From an optimization exercise on the open Yosys and OpenROAD flow, aimed at small area; shortcuts taken in it are not production practice.
Function was checked by simulation only, so behaviour that the tests miss may differ from the original.
Power and IR drop assume default switching activity.

<file path="constraint.sdc">
create_clock -name core_clock -period 10.0 [get_ports {clk100khz}]
set_input_delay 2.0000 -clock core_clock [delete_from_list [all_inputs] [get_ports {clk100khz}]]
set_output_delay 2.0000 -clock core_clock [all_outputs]
set_load 0.01 [all_outputs]
</file>
<file path="run.sh">
#!/bin/bash
# synth_recipe.tcl (not shown) runs the flow's synth.tcl, then flattens the netlist and writes it again
# the make line also repeats each setting of config.mk as NAME=value (left out here)
make -C /OpenROAD-flow-scripts/flow DESIGN_CONFIG=/design/flow/config.mk WORK_HOME=/design/flow/orfs CLKGATE_MAP_FILE= SYNTH_SCRIPT=/design/flow/synth_recipe.tcl finish
</file>
<file path="design.v">
module CounterGrp
(
	input clk100khz,
	input rst,
	input mode_set,
	input inc,
	input dec,
	output [3: 0] msb_h,
	output [3: 0] lsb_h,
	output [3: 0] msb_m,
	output [3: 0] lsb_m,
	output [3: 0] msb_s,
	output [3: 0] lsb_s,
	output reg [1: 0] mode_flag
);
	reg clk1hz;
	reg [15: 0] clk1hz_cnt;
	reg mode_set_pre;
	wire c_m, c_s;
	wire inc_h_real = (mode_flag == 2'd3 && ~inc) | c_m;
	wire inc_m_real = (mode_flag == 2'd2 && ~inc) | c_s;
	wire inc_s_real = (mode_flag == 2'd1 && ~inc) | clk1hz;
	wire dec_h_real = mode_flag == 2'd3 && ~dec;
	wire dec_m_real = mode_flag == 2'd2 && ~dec;
	wire dec_s_real = mode_flag == 2'd1 && ~dec;
	Counter #(.max_num(23)) ch(.*, .inc(inc_h_real), .dec(dec_h_real), .msb(msb_h), .lsb(lsb_h), .c());
	Counter #(.max_num(59)) cm(.*, .inc(inc_m_real), .dec(dec_m_real), .msb(msb_m), .lsb(lsb_m), .c(c_m));
	Counter #(.max_num(59)) cs(.*, .inc(inc_s_real), .dec(dec_s_real), .msb(msb_s), .lsb(lsb_s), .c(c_s));
	always@(posedge clk100khz)
		if(rst)
		begin
			clk1hz_cnt <= 0;
			clk1hz <= 0;
		end
		else if(clk1hz_cnt == 16'd50000)
		begin
			clk1hz_cnt <= 0;
			clk1hz <= ~clk1hz;
		end
		else
			clk1hz_cnt <= clk1hz_cnt + 1'b1;
	always@(posedge clk100khz)
	begin
		if(rst)
			mode_flag <= 0;
		else if(mode_set_pre && !mode_set)   
			mode_flag <= mode_flag + 1'b1;
		mode_set_pre <= rst | mode_set;
	end
endmodule
module Counter
	#(parameter integer max_num = 59)
(
	input clk100khz,
	input rst,
	input inc,
	input dec,
	output reg [3: 0] msb,
	output reg [3: 0] lsb,
	output reg c
);
	localparam [3: 0] max_msb = max_num / 10;
	localparam [3: 0] max_lsb = max_num % 10;
	reg inc_pre;
	reg dec_pre;
	always@(posedge clk100khz)
	begin
		if(rst)
		begin
			msb <= 0;
			lsb <= 0;
			c <= 0;
		end
		else if(inc && !inc_pre)   
		begin
			if(msb == max_msb && lsb == max_lsb)
			begin
				msb <= 0;
				lsb <= 0;
				c <= 1;
			end
			else if(lsb == 4'd9)
			begin
				lsb <= 0;
				msb <= msb + 1'b1;
				c <= 0;
			end
			else
			begin
				lsb <= lsb + 1'b1;
				c <= 0;
			end
		end
		else if(dec && !dec_pre)   
		begin
			if(msb == 4'b0 && lsb == 4'b0)
			begin
				msb <= max_msb;
				lsb <= max_lsb;
			end
			else if(lsb == 4'b0)
			begin
				msb <= msb - 1'b1;
				lsb <= 4'd9;
			end
			else
				lsb <= lsb - 1'b1;
			c <= 0;
		end
		inc_pre <= rst ? 1'b0 : inc;
		dec_pre <= rst ? 1'b0 : dec;
	end
endmodule
module KeyFilter
(
	input clk100khz,
	input rst,
	input mode_set_o,
	input inc_o,
	input dec_o,
	output reg mode_set,
	output reg inc,
	output reg dec
);
	reg mode_set_buff;
	reg inc_buff;
	reg dec_buff;
	reg [8: 0] clk100hz_cnt;
	always@(posedge clk100khz)
	begin
		if(rst)
		begin
			clk100hz_cnt <= 0;
			mode_set <= 1;
			inc <= 1;
			dec <= 1;
			mode_set_buff <= 1;
			inc_buff <= 1;
			dec_buff <= 1;
		end
		else if(clk100hz_cnt == 9'd500)
		begin
			clk100hz_cnt <= 0;
			mode_set <= mode_set_buff;
			inc <= inc_buff;
			dec <= dec_buff;
			mode_set_buff <= 1;
			inc_buff <= 1;
			dec_buff <= 1;
		end
		else
		begin
			clk100hz_cnt <= clk100hz_cnt + 1'b1;
			mode_set_buff <= mode_set_buff & mode_set_o;
			inc_buff <= inc_buff & inc_o;
			dec_buff <= dec_buff & dec_o;
		end
	end
endmodule
module LedOutput
(
	input clk100khz,
	input rst,
	input [23: 0] digits,   
	input [1: 0] mode_flag,
	output wire [5: 0] scan,
	output wire [7: 0] dout
);
	function automatic [7: 0] led_num(input [3: 0] d);
		case(d)
			4'd0: led_num = 8'b00111111;   
			4'd1: led_num = 8'b00000110;
			4'd2: led_num = 8'b01011011;
			4'd3: led_num = 8'b01001111;
			4'd4: led_num = 8'b01100110;   
			4'd5: led_num = 8'b01101101;
			4'd6: led_num = 8'b01111101;
			4'd7: led_num = 8'b00000111;
			4'd8: led_num = 8'b01111111;   
			4'd9: led_num = 8'b01101111;
			default: led_num = 8'b0;
		endcase
	endfunction
	localparam [1: 0] SHOW_0 = 2'd0, SHOW_1 = 2'd1, HIDE = 2'd2;
	reg [2: 0] led_choice;
	reg [36: 0] state_cnt;
	reg [1: 0] state;
	wire [3: 0] curDigit =
		led_choice == 3'd0 ? digits[23: 20] :
		led_choice == 3'd1 ? digits[19: 16] :
		led_choice == 3'd2 ? digits[15: 12] :
		led_choice == 3'd3 ? digits[11: 8] :
		led_choice == 3'd4 ? digits[7: 4] :
		digits[3: 0];
	wire [7: 0] rawDigit = led_num(curDigit);
	wire shouldPutDot = led_choice == 3'd1 || led_choice == 3'd3;
	wire shouldHideDigit = state == HIDE && mode_flag == ~led_choice[2: 1];
	wire [7: 0] hidedDigit = shouldHideDigit ? 8'b0 : rawDigit;
	assign scan = 6'h20 >> led_choice;
	assign dout = shouldPutDot ? hidedDigit | 8'h80   : hidedDigit;
	always@(posedge clk100khz)
	if(rst)
	begin
		state <= SHOW_0;
		state_cnt <= 0;
		led_choice <= 0;
	end
	else
	begin
		if(state_cnt == 37'd33333)   
		begin
			state <=
				state == SHOW_0 ? SHOW_1 :
				state == SHOW_1 ? HIDE :
				SHOW_0;
			state_cnt <= 0;
		end
		else
			state_cnt <= state_cnt + 1'b1;
		led_choice <= led_choice == 3'd5 ? 3'b0 : led_choice + 1'b1;
	end
endmodule
module TopEntity
(
	input clk100khz,
	input rst,
	input mode_set_o,
	input inc_o,
	input dec_o,
	output wire [5: 0] scan,
	output wire [7: 0] dout
);
	wire mode_set, inc, dec;
	wire [3: 0] msb_h, lsb_h, msb_m, lsb_m, msb_s, lsb_s;
	wire [23: 0] digits;
	wire [1: 0] mode_flag;
	assign digits = {msb_h, lsb_h, msb_m, lsb_m, msb_s, lsb_s};
	KeyFilter keyFilter(.*);
	CounterGrp CounterGrp(.*);
	LedOutput ledOutput(.*);
endmodule
</file>
<file path="config.mk">
export PLATFORM = sky130hd
export DESIGN_NAME = TopEntity
export DESIGN_NICKNAME = TopEntity
export VERILOG_FILES = /design/flow/design.v
export SDC_FILE = /design/flow/constraint.sdc
export NUM_CORES = 4
export LEC_CHECK = 0
export CAP_MARGIN = 20
export CORE_MARGIN = 2
export CORE_UTILIZATION = 40
export SLEW_MARGIN = 20
</file>
==> run notes <==
-- synthesized netlist by cell type (3+ instances only) --
master / count
nor2_1: 122
dfxtp_1: 109
nand3_1: 44
nand2_1: 43
inv_1: 41
a21oi_1: 40
xor2_1: 36
ha_1: 33
xnor2_1: 25
o21ai_0: 24
clkbuf_1: 20
nor3_1: 18
nand4_1: 14
mux2i_1: 12
and2_1: 10
a211oi_1: 9
and3_1: 9
nand2b_1: 9
o22ai_1: 9
or3_1: 9
nor4_1: 8
a21o_1: 6
a311oi_1: 6
or2_2: 6
nor2b_1: 5
a31oi_1: 4
nor4b_1: 4
o32ai_1: 4
or4_1: 4
and4_1: 3
buf_6: 3
nand4b_1: 3
nor4bb_1: 3
-- routing by layer --
layer,GRT usage,vias up
met2,0.258,83
met1,0.215,2324
met4,0.0388,0
met3,0.0401,11
li1,-,2571
met5,0,-
-- cell families (layout without fill, tap and decap cells) --
kind of cell             Yosys count  after routing  share of synthesized area
AO/OA/AOI/OAI                    124            124                      0.132
XOR/XNOR                          61             61                     0.0892
adder cells (fa/ha/maj)           33             33                     0.0689
buffers and inverters             70             79                     0.0493
flip-flops                       109            109                      0.364
multiplexers                      13             13                     0.0219
AND/OR/NAND/NOR                  327            327                      0.275
-- path summary, 6_finish.rpt --
check,from,to,slack [ns]
max,ledOutput.led_choice[2],dout[5],4.55
min,keyFilter.inc_buff,keyFilter.inc_buff,0.46
max reg2reg,ledOutput.state_cnt[0],ledOutput.state_cnt[20],7.56
min reg2reg,keyFilter.inc_buff,keyFilter.inc_buff,0.46
-- power by group --
part           leakage (nW)  switching [mW]  internal, mW
Sequential            0.881         0.00654         0.439
Clock                 0.149           0.161         0.209
Combinational          1.36          0.0573        0.0553
-- sequential cells by signal, indices dropped and copies added (netlist names), 2 cells and up --
signal	count
CounterGrp.cm.lsb	4
ledOutput.led_choice	3
CounterGrp.cm.msb	4
keyFilter.clk100hz_cnt	9
CounterGrp.clk1hz_cnt	16
ledOutput.state	2
CounterGrp.mode_flag	2
CounterGrp.ch.msb	4
CounterGrp.cs.lsb	4
CounterGrp.cs.msb	4
ledOutput.state_cnt	37
CounterGrp.ch.lsb	4
-- cell usage in the layout, fill, tap and decap left out, types with 8 or more instances in the layout --
cell type	n
xnor2_1	25
and3_1	9
nor2_1	122
clkdlybuf4s50_1	18
xor2_1	36
ha_1	33
nor3_1	18
a21oi_1	40
dfxtp_1	109
o21ai_0	23
nand4_1	14
nand3_1	44
nor4_1	8
and2_1	10
clkbuf_16	9
o22ai_1	9
inv_1	41
or3_1	9
mux2i_1	12
nand2b_1	9
nand2_1	43
a211oi_1	9
-- stage by stage --
stage / worst slack, ns / cells / instance area, um^2 / util
after CTS: 4.54 / 930 / 6600 / 0.452
after floorplan: 5.62 / 737 / 5990 / -
after global placement: 5.04 / 914 / 6290 / 0.431
final: 4.55 / 930 / 6600 / 0.452
after detailed placement: 4.94 / 914 / 6290 / 0.431
after global routing: 4.26 / 930 / 6600 / 0.452
-- area by class of cell --
class | instances | area (um^2) | area share
Inverter | 41 | 154 | 0.0233
Clock buffer | 12 | 256 | 0.0389
Sequential cell | 109 | 2180 | 0.331
Timing Repair Buffer | 22 | 210 | 0.0318
Multi-Input combinational cell | 558 | 3510 | 0.532
Tap cell | 184 | 230 | 0.0349
Clock inverter | 4 | 55.1 | 0.00834
==> impl_metrics.json <==
{
  "tightest_slew_ns": 0.771,
  "fin_hold_ws_ns": 0.461,
  "clkLatencyLatePin_ns": 0.35,
  "wl_met3_um": 444,
  "worstPathMaxFanout": 17,
  "drc": 0,
  "initial_core_util": 0.411,
  "wl_mm": 12.3,
  "cp_num_buf_inv": 2,
  "period_share": 0.545,
  "slowest_stage": "dfxtp_1",
  "required_ns": 8.00,
  "cts_buffer_depth": 2,
  "setup_viol": 0,
  "reg2reg_depth": 7,
  "cp.arrival_ns": 3.45,
  "met1_length_mm": 6.09,
  "grt_pass1_vias": 4658,
  "end_kind": "output pin",
  "drtIter0Drc": 239,
  "row_count": 44,
  "synth_fp_nets": 775,
  "numClockSinks": 109,
  "htreeDepth": 3,
  "grt-ovfl-total": 0,
  "clk_pin_slew_ns": 0.08,
  "power_mw": 0.929,
  "synthesis.area_um2": 5990,
  "tns_ns": 0,
  "dr.max_layer_used": "met4",
  "gp_congestion": 0.819,
  "postCtsResizedCells": 0,
  "synth_flop_cell": "dfxtp_1",
  "synth_area_per_cell_um2": 8.13,
  "nNetsFinal": 779,
  "numCtsBuffers": 9,
  "drv_slew": 0,
  "finalHoldViolCount": 0,
  "setup.worst_path.class": "register to output pin",
  "grt_usage": 0.160,
  "synthCells": 737,
  "drv_cap": 0,
  "status": "no timing/DRC/antenna violations",
  "drive_gt1_frac": 0.0483,
  "slew_headroom": 0.484,
  "seq_area_frac_synth": 0.364,
  "num_antenna_cells": 0,
  "wl_met2_mm": 5.65,
  "cp_cell_sequence": "inv_1 > ha_1 > a211o_1 > a22oi_1 > nor2_1 > or2_2 > o32ai_1 > clkdlybuf4s50_1",
  "antenna_found_initial": 0,
  "hp-class": "register to register",
  "dieHeight_um": 126,
  "critical-path-top-delay-family": "compound AO/OA/AOI/OAI gates",
  "synth_edf_count": 0,
  "skew_ns": 0.00798,
  "ys_types": 64,
  "path_depth": 8,
  "final_antenna_net_count": 0,
  "vias": 4989,
  "grt_pass1_wl_mm": 21.6,
  "dp_hpwl_mm": 8.77,
  "min_delay_path_depth": 1,
  "power_density_nw_per_um2": 141,
  "wire_per_inst_um": 13.2,
  "core_area_um2": 14600,
  "fin_crit_ns": 5.45,
  "p_leak_nw": 2.40,
  "drt-vias-per-instance": 5.36,
  "die_w_um": 126,
  "fmax_mhz": 183,
  "yosys_warnings": 5,
  "synth.area.top_cells": "dfxtp_1, nor2_1, ha_1, xor2_1, nand3_1",
  "dieArea_um2": 16000,
  "fill_cells": 1428,
  "critPathMaxStageDelay_ns": 0.65,
  "synth_top_area_cell": "dfxtp_1",
  "rsz0062_at_grt": "no",
  "drtPass1Iterations": 4,
  "grt_max_degree": 41,
  "ir_worst_vdd_mv": 0.108,
  "cts_hold_buf": 0,
  "cts_setup_buffers": 0,
  "port_buffers": 18,
  "start_kind": "register",
  "cts_root_buf": "clkbuf_16",
  "syn2layout_area_growth_pct": 10.2,
  "ys_ff_latch": 109,
  "async_flop_share": 0,
  "ios": 19,
  "cts_tree": "yes",
  "synth_top_area_share": 0.364
}

-- afterwards: timing with drivers on the ports --
The flow's constraints put no driver on any port. The routed layout listed below was extracted and timed again, unchanged, in two steps.
Step 1, drivers: a clkbuf_16 drives clk100khz and a buf_2 each remaining input, both assumed.
Step 2 adds t to the input delays and takes it off the output delays; t is the mean of the earliest and latest rising clock arrival at the registers after step 1. Input paths then give back, and output paths get back, about the clock's delay inside the block.
Three values: ideal, step 1, step 2; two values: the first two.
shift t [ns]: 0.389
slack for setup (ns): 4.546 / 4.506 / 4.895
clock arrival spread, ns: 0.010 / 0.011
After both steps this run still meets setup and hold. For this run, drivers alone change the setup slack by -0.040 ns; drivers and shift together by +0.349 ns.
